From an optimization exercise on the open Yosys and OpenROAD flow, aimed at small area, a short achievable clock period and few clock cycles per item; shortcuts taken in it are not production practice. Function was checked by simulation only, so behaviour that the tests miss may differ from the original.

==> 12-17: inputs <==
## polar_decoder
module polar_decoder (
    input           clk,
    input           rst_n,
    input           module_en,
    output          proc_done,
    output  [ 10:0] raddr,
    input   [191:0] rdata,
    output  [  5:0] waddr,
    output  [139:0] wdata
);
==> flow/config.mk <==
export PLATFORM = sky130hd
export DESIGN_NAME = polar_decoder
export DESIGN_NICKNAME = polar_decoder
export VERILOG_FILES = /design/flow/design.v
export SDC_FILE = /design/flow/constraint.sdc
export NUM_CORES = 8
export LEC_CHECK = 0
export CAP_MARGIN = 20
export CORE_MARGIN = 2
export CORE_UTILIZATION = 40
export CTS_CLUSTER_DIAMETER = 100
export CTS_CLUSTER_SIZE = 20
export SLEW_MARGIN = 20
==> flow/constraint.sdc <==
create_clock -name core_clock -period 12.0 [get_ports {clk}]
set_input_delay 2.4000 -clock core_clock [delete_from_list [all_inputs] [get_ports {clk}]]
set_output_delay 2.4000 -clock core_clock [all_outputs]
set_load 0.01 [all_outputs]
standard.sh (not shown) runs the stock make flow with config.mk's settings and CLKGATE_MAP_FILE= SYNTH_SCRIPT=/design/flow/synth_recipe.tcl, a recipe that flattens the netlist after the stock synthesis.
==> flow/flow/run.sh <==
#!/bin/bash
set -euo pipefail
export SETUP_SLACK_MARGIN=6.5
bash standard.sh > standard.log 2>&1
==> 12-11: changes against 12-17 <==
--- a/flow/design.v
+++ b/flow/design.v
@@ -523,17 +523,17 @@
     wire n3 = F2[3];
     wire [18:0] x0 = {{2{B2[0][16]}}, B2[0]} ^ {19{n0}};
     wire [18:0] x1 = {{2{B2[1][16]}}, B2[1]} ^ {19{n1}};
     wire [18:0] x2 = {{2{B2[2][16]}}, B2[2]} ^ {19{n2}};
     wire [18:0] x3 = {{2{B2[3][16]}}, B2[3]} ^ {19{n3}};
+    wire [18:0] cs1s = x0 ^ x2 ^ x3;
+    wire [18:0] cs1c = {(x0[17:0] & x2[17:0]) | (x0[17:0] & x3[17:0]) | (x2[17:0] & x3[17:0]), n0};
+    wire [18:0] cs2s = cs1s ^ cs1c ^ x1;
+    wire [18:0] cs2c = {(cs1s[17:0] & cs1c[17:0]) | (cs1s[17:0] & x1[17:0]) | (cs1c[17:0] & x1[17:0]), n1};
     wire [18:0] k23  = {17'd0, n2 & n3, n2 ^ n3};
-    wire [18:0] cs1s = x2 ^ x3 ^ k23;
-    wire [18:0] cs1c = {(x2[17:0] & x3[17:0]) | (x2[17:0] & k23[17:0]) | (x3[17:0] & k23[17:0]), n0};
-    wire [18:0] cs2s = cs1s ^ cs1c ^ x0;
-    wire [18:0] cs2c = {(cs1s[17:0] & cs1c[17:0]) | (cs1s[17:0] & x0[17:0]) | (cs1c[17:0] & x0[17:0]), n1};
-    wire [18:0] cs3s = cs2s ^ cs2c ^ x1;
-    wire [18:0] cs3c = {(cs2s[17:0] & cs2c[17:0]) | (cs2s[17:0] & x1[17:0]) | (cs2c[17:0] & x1[17:0]), 1'b0};
+    wire [18:0] cs3s = cs2s ^ cs2c ^ k23;
+    wire [18:0] cs3c = {(cs2s[17:0] & cs2c[17:0]) | (cs2s[17:0] & k23[17:0]) | (cs2c[17:0] & k23[17:0]), 1'b0};
     wire [18:0] sum4 = cs3s + cs3c;
     wire lu3 = ~fzq[3] & (fzq[2] ? sum4[18] : (caseL ? sr1L : sr1));
     wire [7:0] sgn3;
     wire nozero3;
     reg  [7:0] nz3;
@@ -556,22 +556,18 @@
     end endgenerate
     wire r1ok3 = m_l3 & ~actg & s_r1_8[pos[2:1]] & nozero3;
     wire r1ok4 = m_l4 & ~actg & s_r1_16[pos[2]] & (&nz4);
     wire r1ok5 = m_l5 & ~actg & s_r1_32 & (&nz5);
     wire r1ok = r1ok3 | r1ok4 | r1ok5;
-    wire r1last = (lv != 3'd5) | (lstep == 2'd1);
+    wire r1last = (lv == 3'd3) | ((lv == 3'd4) & (lstep == 2'd1)) | ((lv == 3'd5) & (lstep == 2'd3));
     wire [3:0] moreq = {1'b0, ~r0_32[3], ~(r0_32[3] & r0_32[2]), ~(r0_32[3] & r0_32[2] & r0_32[1])};
-    wire [10:0] nxb = cwbase + 11'd33;      
-    wire        nbn = ~moreq[q];              
+    wire [10:0] nbase = moreq[q] ? cwbase : cwbase + 11'd33;
     reg [2:0]  st_n;
     reg [6:0]  K_n, Kn_n, P_n;
     reg        knv_n, kf2_n, pcap_n;
     reg [5:0]  p_n;
-    reg [10:0] cwbase_n;
-    reg [1:0]  rsel;          
-    reg        rabs;
-    reg [5:0]  roff;
+    reg [10:0] cwbase_n, raddr_n;
     reg [1:0]  q_n;
     reg [3:0]  ts_n;
     reg [2:0]  lv_n, pos_n;
     reg        actg_n;
     reg [1:0]  lstep_n, blr_n, ul_n;
@@ -587,36 +583,36 @@
     reg        cw_done;
     reg        go;
     reg [2:0]  k;
     always @* begin
         st_n = st; K_n = K; Kn_n = Kn; P_n = P; knv_n = knv; kf2_n = 1'b0; pcap_n = 1'b0;
-        p_n = p; cwbase_n = cwbase; rsel = 2'd0; rabs = 1'b0; roff = 6'd0; q_n = q; ts_n = ts;
+        p_n = p; cwbase_n = cwbase; raddr_n = raddr_r; q_n = q; ts_n = ts;
         lv_n = lv; pos_n = pos; actg_n = actg; lstep_n = lstep; blr_n = blr; ul_n = ul;
         alt_n = ~alt;
         wd_clr_n = cwd1; cwd1_n = 1'b0; dn1_n = dn1; done_n = 1'b0;
         fin = 1'b0; fs = 3'd2; leafu = 4'd0;
         oute = 1'b0; ccomb = 0; cmask = 0; cw = 0;
         cw_done = 1'b0; go = 1'b0; sym = 1'b0;
         case (st)
         ST_IDLE: begin
-            rsel = 2'd1; rabs = 1'b1;
+            raddr_n = 11'd1;
             if (module_en && !done) begin
                 K_n = rdata[16:10];
                 p_n = 6'd0;
                 cwbase_n = 11'd2;
                 knv_n = 1'b0;
                 wd_clr_n = 1'b1;
-                rsel = 2'd1; rabs = 1'b0;
+                raddr_n = 11'd0;
                 st_n = ST_P1;
             end
         end
         ST_P1: begin
             if (K == 7'd0) begin
                 st_n = ST_PZ;
             end else begin
                 st_n = ST_TOP; ts_n = 4'd0; q_n = firstq;
-                begin rsel = 2'd2; roff = 6'd2; end
+                raddr_n = cwbase + 11'd2;
                 pcap_n = 1'b1;
             end
         end
         ST_PZ: begin
             P_n = rdata[6:0];
@@ -629,39 +625,39 @@
             if (kf2) begin
                 K_n = rdata[16:10];
                 if (zero_x) st_n = ST_CWZ;
                 else begin
                     st_n = ST_TOP; ts_n = 4'd0; q_n = firstq_x;
-                    begin rsel = 2'd2; roff = 6'd2; end
+                    raddr_n = cwbase + 11'd2;
                 end
             end else kf2_n = 1'b1;
         end
         ST_TOP: begin
             if (pcap) P_n = rdata[6:0];
             ts_n = ts + 4'd1;
             case (ts)
-            4'd0: begin rsel = 2'd2; roff = 6'd6; end
-            4'd1: begin rsel = 2'd2; roff = 6'd0; end
-            4'd2: begin rsel = 2'd2; roff = 6'd4; end
-            4'd3: begin rsel = 2'd2; roff = 6'd3; end
-            4'd4: begin rsel = 2'd2; roff = 6'd7; end
-            4'd5: begin rsel = 2'd2; roff = 6'd1; end
-            4'd6: begin rsel = 2'd2; roff = 6'd5; end
-            4'd7: begin rsel = 2'd2; roff = 6'd32; end     
+            4'd0: raddr_n = cwbase + 11'd6;
+            4'd1: raddr_n = cwbase + 11'd0;
+            4'd2: raddr_n = cwbase + 11'd4;
+            4'd3: raddr_n = cwbase + 11'd3;
+            4'd4: raddr_n = cwbase + 11'd7;
+            4'd5: raddr_n = cwbase + 11'd1;
+            4'd6: raddr_n = cwbase + 11'd5;
+            4'd7: raddr_n = cwbase + 11'd32;     
             default: ;
             endcase
             if (ts == 4'd9) begin
                 Kn_n = rdata[16:10];
                 knv_n = 1'b1;
             end
             if (ts == 4'd9) begin
-                rsel = {1'b1, nbn}; roff = 6'd2; alt_n = 1'b0;
+                raddr_n = nbase + 11'd2; alt_n = 1'b0;
                 st_n = ST_TREE; lv_n = 3'd5; pos_n = 3'd0; actg_n = 1'b0; lstep_n = 2'd0;
             end
         end
         ST_TREE: begin
-            rsel = {1'b1, nbn}; roff = alt ? 6'd2 : 6'd6;
+            raddr_n = alt ? nbase + 11'd2 : nbase + 11'd6;
             if (lv == 3'd2) begin
                 case (lstep)
                 2'd0: begin
                     if (caseL && caseR) begin
                         ul_n = {lu1, lu0};
@@ -702,11 +698,11 @@
             if (dn1) begin
                 done_n = 1'b1;
                 st_n = ST_IDLE;
                 dn1_n = 1'b0;
             end
-            rsel = 2'd1; rabs = 1'b1;
+            raddr_n = 11'd1;
         end
         default: st_n = ST_IDLE;
         endcase
         if (fin) begin
             lstep_n = 2'd0;
@@ -746,48 +742,46 @@
                 ccomb[3] = 1'b1;
             end else if (!r0_32[{q[1], 1'b1}]) begin
                 cw[3] = 1'b1; go = 1'b0;
                 sym = ~q[1] | r0_64[0];
                 st_n = ST_TOP; ts_n = (alt | sym) ? 4'd2 : 4'd1; q_n = {q[1], 1'b1};
-                begin rsel = 2'd2; roff = (alt | sym) ? 6'd0 : 6'd6; end
+                raddr_n = cwbase + ((alt | sym) ? 11'd0 : 11'd6);
             end
         end
         if (go) begin
             if (!q[1] && !r0_64[1]) begin
                 cw[4] = 1'b1; go = 1'b0;
                 sym = r0_64[0];
                 st_n = ST_TOP; ts_n = (alt | sym) ? 4'd2 : 4'd1; q_n = r0_32[2] ? 2'd3 : 2'd2;
-                begin rsel = 2'd2; roff = (alt | sym) ? 6'd0 : 6'd6; end
+                raddr_n = cwbase + ((alt | sym) ? 11'd0 : 11'd6);
             end else begin
                 cw_done = 1'b1;
             end
         end
         if (cw_done) begin
             if (p == P - 7'd1) begin
                 st_n = ST_DONE;
             end else begin
                 p_n = p + 6'd1;
-                cwbase_n = nxb;
+                cwbase_n = cwbase + 11'd33;
                 cwd1_n = 1'b1;
                 knv_n = 1'b0;
                 if (knv) begin
                     K_n = Kn;
                     if (zero_x) st_n = ST_CWZ;
                     else begin
                         sym = 1'b1;
                         st_n = ST_TOP; ts_n = (st == ST_TREE) ? ((alt | sym) ? 4'd2 : 4'd1) : 4'd0; q_n = firstq_x;
-                        begin rsel = 2'd3; roff = (st == ST_TREE) ? ((alt | sym) ? 6'd0 : 6'd6) : 6'd2; end
+                        raddr_n = cwbase + 11'd33 + ((st == ST_TREE) ? ((alt | sym) ? 11'd0 : 11'd6) : 11'd2);
                     end
                 end else begin
                     st_n = ST_KF;
-                    begin rsel = 2'd2; roff = 6'd32; end
+                    raddr_n = cwbase + 11'd32;
                 end
             end
         end
     end
-    wire [10:0] raddr_n = (rsel == 2'd0) ? raddr_r : (rsel == 2'd1) ? {10'd0, rabs} :
-                          ((rsel[0] ? nxb : cwbase) + {5'd0, roff});
     wire [3:0] fzq_n = s_fz[{pos_n, 2'b00} +: 4];
     always @(posedge clk or negedge rst_n) begin
         if (!rst_n) begin
             alt <= 1'b0; fzq <= 4'd0;
             st <= ST_IDLE; K <= 0; Kn <= 0; P <= 0; knv <= 0; kf2 <= 0; pcap <= 0;
@@ -804,12 +798,15 @@
             pv <= fin; pvo <= oute;
         end
     end
     wire tn = (st_n == ST_TOP);
     wire rn = (st_n == ST_TREE);
-    always @(posedge clk) begin
-        begin
+    always @(posedge clk or negedge rst_n) begin
+        if (!rst_n) begin
+            s_b5lo <= 0; s_b4lo <= 0; m_topa <= 0; m_topb <= 0; m_l5 <= 0; m_l4 <= 0; m_l3 <= 0; m_l2 <= 0;
+            we5a <= 0; we5b <= 0; we4 <= 0;
+        end else begin
             m_topa <= tn & ((ts_n == 4'd2) | (ts_n == 4'd4) | (ts_n == 4'd6) | (ts_n == 4'd8));
             m_topb <= tn & ((ts_n == 4'd5) | (ts_n == 4'd9));
             s_b5lo <= (tn & ((ts_n == 4'd5) | (ts_n == 4'd9))) | (rn & (lv_n == 3'd5));
             s_b4lo <= (tn & ((ts_n == 4'd5) | (ts_n == 4'd9))) | (rn & (lv_n == 3'd4));
             m_l5   <= rn & (lv_n == 3'd5);
@@ -825,41 +822,47 @@
         pfs <= lv; pr1 <= (lv != 3'd2); pchunk <= lstep;
         praw <= leafu; pfz <= fzq;
         pcomb <= ccomb; pmask <= cmask; pw <= cw & {5{fin}};
     end
     wire        pwv = pv;
-    reg  [15:0] X;
+    reg  [7:0] X;
     always @* begin
         case (pfs)
-        3'd3: X = {8'd0, sgn3};
-        3'd4: X = {sgn4[15:8], sgn4[7:0] ^ sgn4[15:8]};
-        default: X = pchunk[0] ? {sgn5[31:24], sgn5[23:16] ^ sgn5[31:24]} :
-                                 {sgn5[15:8] ^ sgn5[31:24], sgn5[7:0] ^ sgn5[15:8] ^ sgn5[23:16] ^ sgn5[31:24]};
+        3'd3: X = sgn3;
+        3'd4: X = pchunk[0] ? sgn4[15:8] : (sgn4[7:0] ^ sgn4[15:8]);
+        default: begin
+            case (pchunk)
+            2'd0: X = sgn5[7:0] ^ sgn5[15:8] ^ sgn5[23:16] ^ sgn5[31:24];
+            2'd1: X = sgn5[15:8] ^ sgn5[31:24];
+            2'd2: X = sgn5[23:16] ^ sgn5[31:24];
+            default: X = sgn5[31:24];
+            endcase
+        end
         endcase
     end
-    reg  [15:0] pbt;
-    reg  [15:0] poutc;
-    reg  [4:0]  poutn;
-    reg  [2:0]  kk;
+    reg  [7:0] pbt;
+    reg  [7:0] poutc;
+    reg  [3:0] poutn;
+    reg  [2:0] kk;
     always @* begin
-        pbt = X;
-        for (i = 0; i < 16; i = i + 1) if ((i & 1) == 0) pbt[i] = pbt[i] ^ pbt[i+1];
-        for (i = 0; i < 16; i = i + 1) if ((i & 2) == 0) pbt[i] = pbt[i] ^ pbt[i+2];
-        for (i = 0; i < 16; i = i + 1) if ((i & 4) == 0) pbt[i] = pbt[i] ^ pbt[i+4];
-        poutc = 16'd0;
+        pbt = pr1 ? X : {4'd0, praw};
+        for (i = 0; i < 8; i = i + 1) if ((i & 1) == 0) pbt[i] = pbt[i] ^ pbt[i+1];
+        for (i = 0; i < 8; i = i + 1) if ((i & 2) == 0) pbt[i] = pbt[i] ^ pbt[i+2];
+        for (i = 0; i < 8; i = i + 1) if ((i & 4) == 0) pbt[i] = pbt[i] ^ pbt[i+4];
+        poutc = 8'd0;
         if (pr1) begin
             poutc = pbt;
-            poutn = (pfs == 3'd3) ? 5'd8 : 5'd16;
+            poutn = 4'd8;
         end else begin
             kk = 3'd0;
             for (i = 0; i < 4; i = i + 1) begin
                 if (!pfz[i]) begin
                     poutc[kk] = praw[i];
                     kk = kk + 3'd1;
                 end
             end
-            poutn = {2'd0, kk};
+            poutn = {1'b0, kk};
         end
     end
     wire [3:0]  pb4  = {praw[3], praw[2] ^ praw[3], praw[1] ^ praw[3], praw[0] ^ praw[1] ^ praw[2] ^ praw[3]};
     wire [7:0]  pb8  = (pfs == 3'd3) ? sgn3 : pcomb[0] ? {pb4, (PS4 & {4{pmask[0]}}) ^ pb4} : {4'd0, pb4};
     wire [15:0] pb16 = (pfs == 3'd4) ? sgn4 : pcomb[1] ? {pb8, (PS8 & {8{pmask[1]}}) ^ pb8} : {8'd0, pb8};
@@ -872,18 +875,17 @@
     wire w64 = pwv & pw[4];
     assign PS4e  = w4  ? pb4  : PS4;
     assign PS8e  = w8  ? pb8  : PS8;
     assign PS16e = w16 ? pb16 : PS16;
     assign PS64e = w64 ? pb64 : PS64;
-    wire [23:0] win = {8'd0, poutc} << dec_idx[2:0];
-    wire [15:0] blk = 16'd1 << dec_idx[6:3];
+    wire [127:0] onehot = 128'd1 << dec_idx;
     reg  [126:0] wd_n;
     always @* begin
         for (i = 0; i < 127; i = i + 1) begin
-            wd_n[i] = wd[i] | (blk[i / 8] & win[i % 8]);
-            if (i >= 8)  wd_n[i] = wd_n[i] | (blk[i / 8 - 1] & win[8 + i % 8]);
-            if (i >= 16) wd_n[i] = wd_n[i] | (blk[i / 8 - 2] & win[16 + i % 8]);
+            wd_n[i] = wd[i];
+            for (j = 0; j < 8; j = j + 1)
+                if (i >= j) wd_n[i] = wd_n[i] | (onehot[i-j] & poutc[j]);
         end
     end
     always @(posedge clk) begin
         if (wd_clr) begin
             wd <= 0;
==> flow/run.sh (new file) <==
#!/bin/bash
# synth_recipe.tcl (not shown) runs the flow's synth.tcl, then flattens the netlist and writes it again
# the make line also repeats each setting of config.mk as NAME=value (left out here)
make -C /OpenROAD-flow-scripts/flow DESIGN_CONFIG=/design/flow/config.mk WORK_HOME=/design/flow/orfs CLKGATE_MAP_FILE= SYNTH_SCRIPT=/design/flow/synth_recipe.tcl finish
CTS_CLUSTER_DIAMETER = unset   (was 100)
CTS_CLUSTER_SIZE = unset   (was 20)
SETUP_SLACK_MARGIN = 5   (was unset)
removed: flow/flow/run.sh
removed: flow/standard.sh
==> run notes <==
Clock buffers: 12-17 154; 12-11 233
Sequential cell area: 12-17 42,460 sq um; 12-11 42,540 sq um
Number of cells on the critical path: 12-17 13; 12-11 18
Final core utilization: 12-17 48.01%; 12-11 45.15%
Worst hold path endpoint: 12-17 waddr_r[1]; 12-11 waddr_r[0]
Count of non-CTS buffers in the layout: 12-17 939; 12-11 536
Synthesized area per cell: 12-17 9.465 sq um; 12-11 9.113 sq um
Die width: 12-17 509.8 microns; 12-11 529.0 microns
Run status: 12-17 timing/DRC/antenna clean; 12-11 timing/DRC/antenna clean
GR Layer Usage met3: 12-17 8.130%; 12-11 7.944%
Largest clock skew in the final design: 12-17 0.05166 ns; 12-11 0.06835 ns
Count of inverters other than clock inverters in the layout: 12-17 737; 12-11 714
R2r setup slk: 12-17 6.03 ns; 12-11 5.10 ns
Count of vias placed by the detailed router: 12-17 93,450; 12-11 103,800
Final hold slack: 12-17 0.3547 ns; 12-11 0.3471 ns
Initial standard-cell utilization of the core: 12-17 40.26%; 12-11 40.26%
Capture point of the worst path: 12-17 B5[16][13]; 12-11 praw[3]
Critical Path AT: 12-17 6.47 ns; 12-11 7.70 ns
Post-synthesis share of cell area spent on xor and xnor gates: 12-17 5.512%; 12-11 5.028%
Testbench counts of 12-17, summed over its fixed seeds: cycles 59,397, packets 864.
Testbench counts of 12-11, summed over its fixed seeds: cycles 60,770, packets 864.

## afterwards: timing with drivers on the ports
No port has a modelled driver above. Below, the same layouts with a new extraction and two added sets of constraints.
Step 1 (the two cells are an assumption about what drives the block):
set clk [get_ports {clk}]
set_driving_cell -lib_cell sky130_fd_sc_hd__clkbuf_16 $clk
set_driving_cell -lib_cell sky130_fd_sc_hd__buf_2 [delete_from_list [all_inputs] $clk]
Step 2 adds t to the input delays and takes it off the output delays; t is the mean of the earliest and latest rising clock arrival at the registers after step 1. Input paths then give back, and output paths get back, about the clock's delay inside the block.
Slacks: no drivers / after step 1 / after step 2; pairs: no drivers / after step 1.
run | t, ns | setup slack, ns | hold slack, ns | worst setup path after step 2
12-17 | 0.926 | 6.032 / 6.032 / 5.393 | 0.355 / 0.355 / 0.355 | input to register
12-11 | 1.011 | 5.104 / 5.104 / 4.176 | 0.347 / 0.347 / 0.347 | input to register
After both steps setup and hold are still met in every run listed. The setup slack of 12-11, which loses most, moves by 0.000 ns with the drivers and by -0.928 ns with both steps.
